Background: an optimization exercise with open tools, aiming at small area and a short achievable clock period. Do not read the settings as production practice.
In this exercise RTL edits were held to simulation tests only and were not proved equivalent to the original.
Power and IR drop assume default switching activity.

## job 9358
## DCIM
module DCIM (
    input clk,
    input rst_n,
    input in_valid,
    input [127:0] in_data1,
    input [127:0] in_data2,
    input [127:0] in_data3,
    input [127:0] in_data4,
    output reg out_valid,
    output reg [12:0] O1,
    output reg [12:0] O2,
    output reg [12:0] O3,
    output reg [12:0] O4
);
reg [5:1] v;
reg [1:0] cnt1;
reg [1:0] cnt2;
reg [1:0] cnt3;
reg [1:0] cnt4;
reg l5, l6;
reg keep1;
reg keep2;
reg keep3;
reg keep4;
always @(posedge clk or negedge rst_n) begin
    if (!rst_n) begin
        v <= 5'd0; l5 <= 1'b0; l6 <= 1'b0; out_valid <= 1'b0; O1 <= 13'd0; cnt1 <= 2'd0; keep1 <= 1'b0; O2 <= 13'd0; cnt2 <= 2'd0; keep2 <= 1'b0; O3 <= 13'd0; cnt3 <= 2'd0; keep3 <= 1'b0; O4 <= 13'd0; cnt4 <= 2'd0; keep4 <= 1'b0;
    end else begin
        v <= {v[4:1], in_valid};
        if (v[5]) begin cnt1 <= cnt1 + 2'd1; keep1 <= ~(&cnt1); end
        if (v[5]) begin cnt2 <= cnt2 + 2'd1; keep2 <= ~(&cnt2); end
        if (v[5]) begin cnt3 <= cnt3 + 2'd1; keep3 <= ~(&cnt3); end
        if (v[5]) begin cnt4 <= cnt4 + 2'd1; keep4 <= ~(&cnt4); end
        l5 <= v[5] & (&cnt1);
        l6 <= l5;
        out_valid <= l6;
        O1 <= l6 ? Q1 : 13'd0;
        O2 <= l6 ? Q2 : 13'd0;
        O3 <= l6 ? Q3 : 13'd0;
        O4 <= l6 ? Q4 : 13'd0;
    end
end
wire c1_s1 = in_data1[0] ^ in_data1[4] ^ in_data1[8];
wire c1_c1 = (in_data1[0] & in_data1[4]) | (in_data1[8] & (in_data1[0] ^ in_data1[4]));
wire c1_s2 = in_data1[12] ^ in_data1[16] ^ in_data1[20];
wire c1_c2 = (in_data1[12] & in_data1[16]) | (in_data1[20] & (in_data1[12] ^ in_data1[16]));
  ...
For scale: ~1600 cells after synthesis, roughly 660 flip-flops, roughly 28000 sq um of cells after synthesis.
export LEC_CHECK = 0
export CAP_MARGIN = 20
export CORE_MARGIN = 2
export CORE_UTILIZATION = 60
export CTS_CLUSTER_DIAMETER = 80
export CTS_CLUSTER_SIZE = 30
export GPL_TIMING_DRIVEN = 0
export SETUP_SLACK_MARGIN = 0.8
export SLEW_MARGIN = 20
create_clock -name core_clock -period 2.4 [get_ports {clk}]
standard.sh (not shown) runs the stock make flow with config.mk's settings and CLKGATE_MAP_FILE= SYNTH_SCRIPT=/design/flow/synth_recipe.tcl, a recipe that flattens the netlist after the stock synthesis.
==> flow/flow/run.sh <==
#!/bin/bash
# Standard ORFS layout with two changes:
#  - SYNTH_ARGS=-noabc: skip the abc -fast inside Yosys's generic synth, so the
#    full adders written in the RTL reach extract_fa in their plain polarity
#    (no inverters around every full adder); the final liberty abc still runs.
#  - port buffers use buf_1.
set -euo pipefail
bash standard.sh SYNTH_ARGS=-noabc "BUFFER_PORTS_ARGS=-buffer_cell sky130_fd_sc_hd__buf_1" finish > flow_make.log 2>&1
Job 9358 went all the way through the flow, and no timing, DRC or antenna check failed.
What job 379 does differently from job 9358 at the input level:
Settings: removing CTS_CLUSTER_DIAMETER (formerly 80); removing GPL_TIMING_DRIVEN (formerly 0); removing CTS_CLUSTER_SIZE (formerly 30).
Where final HPWL from detailed placement is concerned, job 9358 is outperformed by job 379.
Pin count of the biggest net entering global routing: job 379 > job 9358
The area used by multi-input combinational logic of job 379 and that of job 9358 are within noise of each other.
[inputs] job 6704 vs job 379
Settings: setting CTS_CLUSTER_DIAMETER to 80 for the first time; setting CTS_CLUSTER_SIZE to 30 for the first time; changing CORE_UTILIZATION from 60 to 66.
==> notes.md <==
Taking job 379 as the reference, in job 6704 final instance area lost about 4%; wire length went up about 5.3%; global-route usage up 3.3 points; part of the power in combinational logic now larger. Endpoint of the most critical setup path: O1[11] -> job 379, O3[10] -> job 6704.
The following lists how job 2172 was set up differently from job 6704:
Settings: SETUP_SLACK_MARGIN now 0.85, was 0.8; CORE_UTILIZATION now 60, was 66.
Findings:
Biggest cell delay along the critical path of job 2172 is on par with job 6704. In the reports for job 2172 and job 6704, the smaller number of antenna violations at the first check in global routing belongs to job 6704. Share of total power in combinational logic was lower in job 2172 than in job 6704. Setup slack in job 2172 is larger than in job 6704.

[separate check: timing with driven ports]
The results above use ideal ports. As a check the final layouts listed here were re-extracted and re-timed, cells and wires unchanged. Step 1 assumes that a clkbuf_16 drives the clock port and a buf_2 every other input. Step 2 adds t to the input delays and takes it off the output delays; t is the mean of the earliest and latest rising clock arrival at the registers after step 1. Input paths then give back, and output paths get back, about the clock's delay inside the block. Three values: ideal, step 1, step 2; two values: the first two.
run	t, ns	setup slack, ns	worst hold slack (ns)	clock arrival spread, ns
job 9358	0.663	0.771 / 0.706 / 0.157	0.191 / 0.173 / 0.328	0.041 / 0.041
job 379	0.670	0.730 / 0.667 / 0.142	0.021 / -0.015 / 0.326	0.025 / 0.024
job 6704	0.640	0.730 / 0.664 / 0.107	0.230 / 0.192 / 0.333	0.024 / 0.024
job 2172	0.653	0.754 / 0.686 / 0.187	0.202 / 0.159 / 0.334	0.019 / 0.019
After both steps every run listed still meets setup and hold. For job 6704, which loses most, drivers alone change the setup slack by -0.066 ns; drivers and shift together by -0.623 ns.
